This is an optimization exercise on Yosys and OpenROAD, whose aim is small area, not a production implementation. Only simulation tests tie the RTL to the original design; equivalence was not proved. No driver is modelled on the clock port, so clocking that relies on it looks cheaper here than on a real chip. No activity file was given, so power comes from the tool's default toggle rates.

Setup of rev 12:
==> flow/design.v <==
`timescale 1ns / 1ps
module clk_divider(
	input clk_in,
	input rst,
	output tick,
	output reg [2:0] digit,
	output [2:0] digit_nx,
	output first
    );
reg [3:0] p;
reg [3:0] t;
wire p9 = p[3] & p[0];
wire t9 = t[3] & t[0];
wire c99 = p9 & t9;
assign tick = ~p[2] & p[1] & p[0];
assign first = p[3] & p[2];
wire [3:0] p_inc = {p[3] ^ (p[2] & p[1] & p[0]), p[2] ^ (p[1] & p[0]), p[1] ^ p[0], ~p[0]};
wire [3:0] t_inc = {t[3] ^ (t[2] & t[1] & t[0]), t[2] ^ (t[1] & t[0]), t[1] ^ t[0], ~t[0]};
assign digit_nx = c99 ? {digit[2] ^ (digit[1] & digit[0]), digit[1] ^ digit[0], ~digit[0]} : digit;
always @(posedge clk_in) begin
	if (rst) begin
		p <= 4'd15;
		t <= 4'd9;
		digit <= 3'd7;
	end
	else begin
		p <= p9 ? 4'd0 : p_inc;
		if (p9) t <= t9 ? 4'd0 : t_inc;
		digit <= digit_nx;
	end
end
endmodule
`timescale 1ns / 1ps
module debouncer(
	input 		clk,
	input 		rst,
	input 		ce,
	input 		noisy_in,  
	output 		clean_out  
    );
reg noisy_in_reg;
reg clean_out_tmp1;
reg clean_out_tmp2;
reg clean_out_tmp3;
assign clean_out = clean_out_tmp2 & ~clean_out_tmp3;
always @(posedge clk) begin
	if (rst) begin
		noisy_in_reg <= 0;
		clean_out_tmp1 <= 0;
		clean_out_tmp2 <= 0;
		clean_out_tmp3 <= 0;
	end
	else if (ce) begin
		noisy_in_reg <= noisy_in;
		clean_out_tmp1 <= noisy_in_reg;
		clean_out_tmp2 <= clean_out_tmp1;
		clean_out_tmp3 <= clean_out_tmp2;
	end
end
endmodule
`timescale 1ns / 1ps
module hockey(
    input clk,
    input rst,
    input ce,
    input BTNA,
    input BTNB,
    input [1:0] DIRA,
    input [1:0] DIRB,
    input [2:0] YA,
    input [2:0] YB,
    output LEDA,
    output LEDB,
    output [4:0] LEDX,
    input [2:0] digit_nx,     
    output reg [3:0] sym_nx   
    );
    localparam [6:0] CNT0 = 7'd13;
    reg e, s, p1, p0;
    reg [6:0] cnt;
    reg [1:0] X;
    reg [2:0] Y;
    reg [1:0] dirY;
    reg [1:0] a_score;
    reg [1:0] b_score;
    wire done  = cnt[6] & cnt[5] & cnt[4] & cnt[0];
    wire blink = cnt[6];
    wire is_idle = e & ~p1;
    wire is_end  = e & p1 & ~p0;
    wire hit  = ~e & ~p1 & ~p0;
    wire resp = ~p1 & p0;
    wire send = p1 & p0;
    wire goal = ~e & p1 & ~p0;
    wire sc   = p1 & ~p0;                  
    wire mov  = p0;                        
    wire btn = s ? BTNA : BTNB;
    wire [2:0] yin = s ? YA : YB;
    wire [1:0] din = s ? DIRA : DIRB;
    wire score3 = s ? (a_score[1] & a_score[0]) : (b_score[1] & b_score[0]);
    wire serve = btn & ~(yin[2] & (yin[1] | yin[0]));
    wire ret   = btn & (Y == yin);
    wire last  = s ? ~e & ~X[1] : X[1] & X[0];
    wire step  = send & done | resp & ~done & ret;
    wire [1:0] d = resp ? din : dirY;
    wire y0 = ~Y[2] & ~Y[1] & ~Y[0];
    wire [2:0] my = (d == 2'b10) ? (y0 ? 3'd1 : {1'b0, ~(Y[1] ^ Y[0]), ~Y[0]}) :
                    (d == 2'b01) ? (Y[2] ? 3'd3 : {Y[1] & Y[0], Y[1] ^ Y[0], ~Y[0]}) : Y;
    wire [1:0] md = (d == 2'b10) ? (y0 ? 2'b01 : 2'b10) :
                    (d == 2'b01) ? ((Y[2] & ~(resp & ~s)) ? 2'b10 : 2'b01) : d;
    wire up = ~s | (dirY == 2'b11);
    wire [2:0] mx = up ? {e ^ (X[1] & X[0]), X[1] ^ X[0], ~X[0] & (e | X[1] | ~s)}
                       : {e & (X[1] | X[0]), ~(X[1] ^ X[0]), ~X[0]};
    wire flip = hit & serve | resp & (done | ret) | goal & done;
    always @(posedge clk) begin
        if (rst) begin
            e <= 1'b1; s <= 1'b1; p1 <= 1'b0; p0 <= 1'b0;
            cnt <= CNT0;
            a_score <= 0;
            b_score <= 0;
        end
        else if (ce) begin
            e  <= is_idle & ~(BTNA ^ BTNB) | goal & done & score3 | is_end |
                  hit & serve & ~s | send & (done ? ~last & mx[2] : e);
            s  <= is_idle ? ~BTNA | BTNB : s ^ flip;
            p1 <= is_idle ? BTNA ^ BTNB :
                  hit ? serve :
                  send ? ~(done & last) :
                  resp ? done | ret :
                  goal ? ~done | score3 : 1'b1;
            p0 <= hit ? serve : send ? 1'b1 : resp ? ~done : 1'b0;
            cnt <= (~p1 & ~p0 | done | resp & ret) ? CNT0 : cnt + 7'd1;
            if (~p0) begin
                X <= 2'd0;
                Y <= yin;
                dirY <= din;
            end
            else if (step) begin
                X <= resp ? {~s, 1'b1} : mx[1:0];
                Y <= my;
                dirY <= md;
            end
            if (resp & done) begin
                if (s) b_score <= b_score + 2'd1;
                else a_score <= a_score + 2'd1;
            end
        end
    end
    assign LEDA = ~p1 & s;
    assign LEDB = ~p1 & (~s | e);
    wire [2:0] xc = {e, X};
    assign LEDX = goal ? 5'b11111 :
                  is_end ? (blink ? 5'b01010 : 5'b10101) :
                  send ? {xc == 3'd0, xc == 3'd1, xc == 3'd2, xc == 3'd3, e} :
                  resp ? {s, 3'b000, ~s} :
                  5'b00000;
    localparam [3:0] S_DASH  = 4'd5;
    localparam [3:0] S_BLANK = 4'd12;
    localparam [3:0] S_A     = 4'd10;
    localparam [3:0] S_B     = 4'd8;
    always @(*) begin
        case (digit_nx)
        3'd0: sym_nx = is_idle ? S_B : sc ? {2'b00, b_score} : S_BLANK;
        3'd1: sym_nx = (is_idle | sc) ? S_DASH : S_BLANK;
        3'd2: sym_nx = is_idle ? S_A : sc ? {2'b00, a_score} : S_BLANK;
        3'd4: sym_nx = hit ? {1'b0, yin} : mov ? {1'b0, Y} :
                       is_end ? (s ? S_B : S_A) : S_BLANK;
        default: sym_nx = S_BLANK;
        endcase
    end
endmodule
`timescale 1ns / 1ps
module ssd(
    input clk,
    input rst,
    input first,
    input [2:0] digit,
    input [3:0] sym_nx,
    output a_out,
    output b_out,
    output c_out,
    output d_out,
    output e_out,
    output f_out,
    output g_out,
    output p_out,
    output [7:0] an
    );
reg [3:0] sym;
wire [6:0] seg;
always @(posedge clk) begin
	if (rst) sym <= 4'd12;
	else sym <= sym_nx;
end
assign seg[6] = (sym[3] & ~sym[1]) | (sym[2]) | (~sym[1] & sym[0]);
assign seg[5] = (sym[3] & ~sym[1]) | (sym[2] & sym[1]) | (sym[2] & sym[0]);
assign seg[4] = (~sym[3] & sym[1] & ~sym[0]) | (sym[3] & sym[2]) | (sym[2] & sym[0]);
assign seg[3] = (sym[3] & sym[1]) | (sym[2]) | (~sym[1] & sym[0]);
assign seg[2] = (sym[2]) | (sym[0]);
assign seg[1] = (~sym[3] & sym[1]) | (sym[3] & sym[2]) | (sym[0]);
assign seg[0] = (~sym[3] & ~sym[2] & ~sym[1]) | (sym[3] & sym[2]);
assign {a_out, b_out, c_out, d_out, e_out, f_out, g_out} = seg;
assign p_out = 1'b1;
genvar i;
generate for (i = 0; i < 8; i = i + 1) begin : g_an
	assign an[i] = first | (digit != i);
end endgenerate
endmodule
`timescale 1ns / 1ps
module top_module(
    input clk,
    input rst,
    input BTNA,
    input BTNB,
    input [1:0] DIRA,
    input [1:0] DIRB,
    input [2:0] YA,
    input [2:0] YB,
    output LEDA,
    output LEDB,
    output [4:0] LEDX,
    output a_out,b_out,c_out,d_out,e_out,f_out,g_out,p_out,
    output [7:0]an
);
wire tick, first, btn_a, btn_b;
wire [2:0] digit, digit_nx;
wire [3:0] sym_nx;
clk_divider dividermodule (.clk_in(clk), .rst(rst), .tick(tick), .digit(digit), .digit_nx(digit_nx), .first(first));
debouncer A (clk, rst, tick, BTNA, btn_a);
debouncer B (clk, rst, tick, BTNB, btn_b);
hockey mymodule (.clk(clk), .rst(rst), .ce(tick), .BTNA(btn_a), .BTNB(btn_b),
    .DIRA(DIRA), .DIRB(DIRB), .YA(YA), .YB(YB),
    .LEDA(LEDA), .LEDB(LEDB), .LEDX(LEDX),
    .digit_nx(digit_nx), .sym_nx(sym_nx));
ssd displa_ssd (.clk(clk), .rst(rst), .first(first), .digit(digit), .sym_nx(sym_nx),
    .a_out(a_out), .b_out(b_out), .c_out(c_out), .d_out(d_out), .e_out(e_out),
    .f_out(f_out), .g_out(g_out), .p_out(p_out), .an(an));
endmodule
Settings: LEC_CHECK=0, CAP_MARGIN=20, CORE_MARGIN=2, CORE_UTILIZATION=60, PLACE_DENSITY=0.75, SLEW_MARGIN=20; clock period 5.0 ns.
standard.sh (not shown) runs the stock make flow with config.mk's settings and CLKGATE_MAP_FILE= SYNTH_SCRIPT=/design/flow/synth_recipe.tcl, a recipe that flattens the netlist after the stock synthesis.
==> flow/flow/run.sh <==
#!/bin/bash
# Own layout flow: the standard ORFS flow with
#  - synthesis: the standard script with an area-oriented ABC mapping (flow/synth.tcl),
#  - port buffers of the smallest buffer cell (buf_1) instead of the default choice,
#  - CTS with clkbuf_4 buffers and no dummy loads; a leaf buffer that drives
#    more than 12 flip-flops is then upsized to clkbuf_8 (flow/post_cts.tcl).
# Each tool's full output is in the ORFS logs under orfs/logs; make's own output
# goes to flow_make.log in this folder.
set -euo pipefail
W=$(pwd)
F=$W/flow
CTS_BUFS="sky130_fd_sc_hd__clkbuf_4"
CTS_CLUSTER="-sink_clustering_size 25 -sink_clustering_max_diameter 100"
bash "$W/standard.sh" \
  "SYNTH_SCRIPT=$F/synth.tcl" \
  "ADDER_MAP_FILE=" \
  "BUFFER_PORTS_ARGS=-buffer_cell sky130_fd_sc_hd__buf_1" \
  "CTS_ARGS=-sink_clustering_enable -repair_clock_nets -dont_use_dummy_load -buf_list {$CTS_BUFS} $CTS_CLUSTER" \
  "POST_CTS_TCL=$F/post_cts.tcl" \
  finish > "$W/flow_make.log" 2>&1
Other scripts of this flow, unchanged in this note and not shown: flow/flow/area.abc, flow/flow/post_cts.tcl, flow/flow/synth.tcl
Edits applied to the flow inputs when going from rev 12 to rev 13:
-- flow/design.v --
<<< rev 12, line 8
	output first
    );
reg [3:0] p;
reg [3:0] t;
wire p9 = p[3] & p[0];
wire t9 = t[3] & t[0];
wire c99 = p9 & t9;
assign tick = ~p[2] & p[1] & p[0];
assign first = p[3] & p[2];
wire [3:0] p_inc = {p[3] ^ (p[2] & p[1] & p[0]), p[2] ^ (p[1] & p[0]), p[1] ^ p[0], ~p[0]};
wire [3:0] t_inc = {t[3] ^ (t[2] & t[1] & t[0]), t[2] ^ (t[1] & t[0]), t[1] ^ t[0], ~t[0]};
assign digit_nx = c99 ? {digit[2] ^ (digit[1] & digit[0]), digit[1] ^ digit[0], ~digit[0]} : digit;
always @(posedge clk_in) begin
	if (rst) begin
		p <= 4'd15;
		t <= 4'd9;
		digit <= 3'd7;
	end
	else begin
		p <= p9 ? 4'd0 : p_inc;
		if (p9) t <= t9 ? 4'd0 : t_inc;
		digit <= digit_nx;
>>> rev 13, line 8
	output first
    );
reg pa;
reg [2:0] pb;
reg [3:0] t;
wire p9 = pa & pb[2];
wire t9 = t[3] & t[0];
wire c99 = p9 & t9;
assign tick = pa & pb[1] & pb[0];
assign first = pb[2] & pb[1];
wire [2:0] pb_nx = pb[2] ? 3'd0 : {pb[1] & pb[0], pb[1] ^ pb[0], ~pb[0]};
wire [3:0] t_inc = {t[3] ^ (t[2] & t[1] & t[0]), t[2] ^ (t[1] & t[0]), t[1] ^ t[0], ~t[0]};
assign digit_nx = c99 ? {digit[2] ^ (digit[1] & digit[0]), digit[1] ^ digit[0], ~digit[0]} : digit;
always @(posedge clk_in) begin
	if (rst) begin
		pa <= 1'b1;
		pb <= 3'd6;
		t <= 4'd9;
		digit <= 3'd7;
	end
	else begin
		pa <= ~pa;
		pb <= pb_nx;
		if (p9) t <= t9 ? 4'd0 : t_inc;
		digit <= digit_nx;
<<< rev 12, line 109
                    (d == 2'b01) ? ((Y[2] & ~(resp & ~s)) ? 2'b10 : 2'b01) : d;
    wire up = ~s | (dirY == 2'b11);
    wire [2:0] mx = up ? {e ^ (X[1] & X[0]), X[1] ^ X[0], ~X[0] & (e | X[1] | ~s)}
                       : {e & (X[1] | X[0]), ~(X[1] ^ X[0]), ~X[0]};
    wire flip = hit & serve | resp & (done | ret) | goal & done;
>>> rev 13, line 112
                    (d == 2'b01) ? ((Y[2] & ~(resp & ~s)) ? 2'b10 : 2'b01) : d;
    wire up = ~s | (dirY == 2'b11);
    wire [2:0] mx = up ? {e ^ (X[1] & X[0]), X[1] ^ X[0], ~X[0]}
                       : {e & (X[1] | X[0]), ~(X[1] ^ X[0]), ~X[0]};
    wire flip = hit & serve | resp & (done | ret) | goal & done;
### Flow results
Rev 13 vs. rev 12: synthesized area divided by synthesized cell count went down by 3.3%. When rev 13 is set beside rev 12, its initial cell density of the core turns out to be 0.59 points smaller. As of rev 13, total chip power had fallen by a few percent compared to rev 12. From rev 12 to rev 13 the numbers moved as follows: final hold slack went down, number of vias per cell after detailed routing went down by 0.17, maximum clock frequency now sits higher, relative max-transition margin higher, die span in x now smaller. Rev 13 vs rev 12, final area went down by 1.5%. Final weighted congestion in routability-driven placement | rev 13 below rev 12.

## what the ideal ports hide
Ports are ideal in the flow. The routed layouts listed here were re-timed in OpenROAD.
Step 1 assumes that a clkbuf_16 drives the clock port and a buf_2 every other input.
Step 2 times the ports against the registers' clock, not the clock port: input delays grow and output delays shrink by t, the midpoint of the rising clock arrivals with the driver on.
a / b / c = ideal / step 1 / step 2; a / b = the first two.
| run | t, ns | slack for setup (ns) | worst setup path after step 2 | worst slew at a driven data input, ns | cell pins on the clock port's net |
|---|---|---|---|---|---|
| rev 12 | 0.352 | 1.472 / 1.472 / 1.472 | register to register | 0.03 | 1 |
| rev 13 | 0.358 | 1.595 / 1.569 / 1.707 | register to register | 0.03 | 1 |
After both steps every run listed still meets setup and hold.
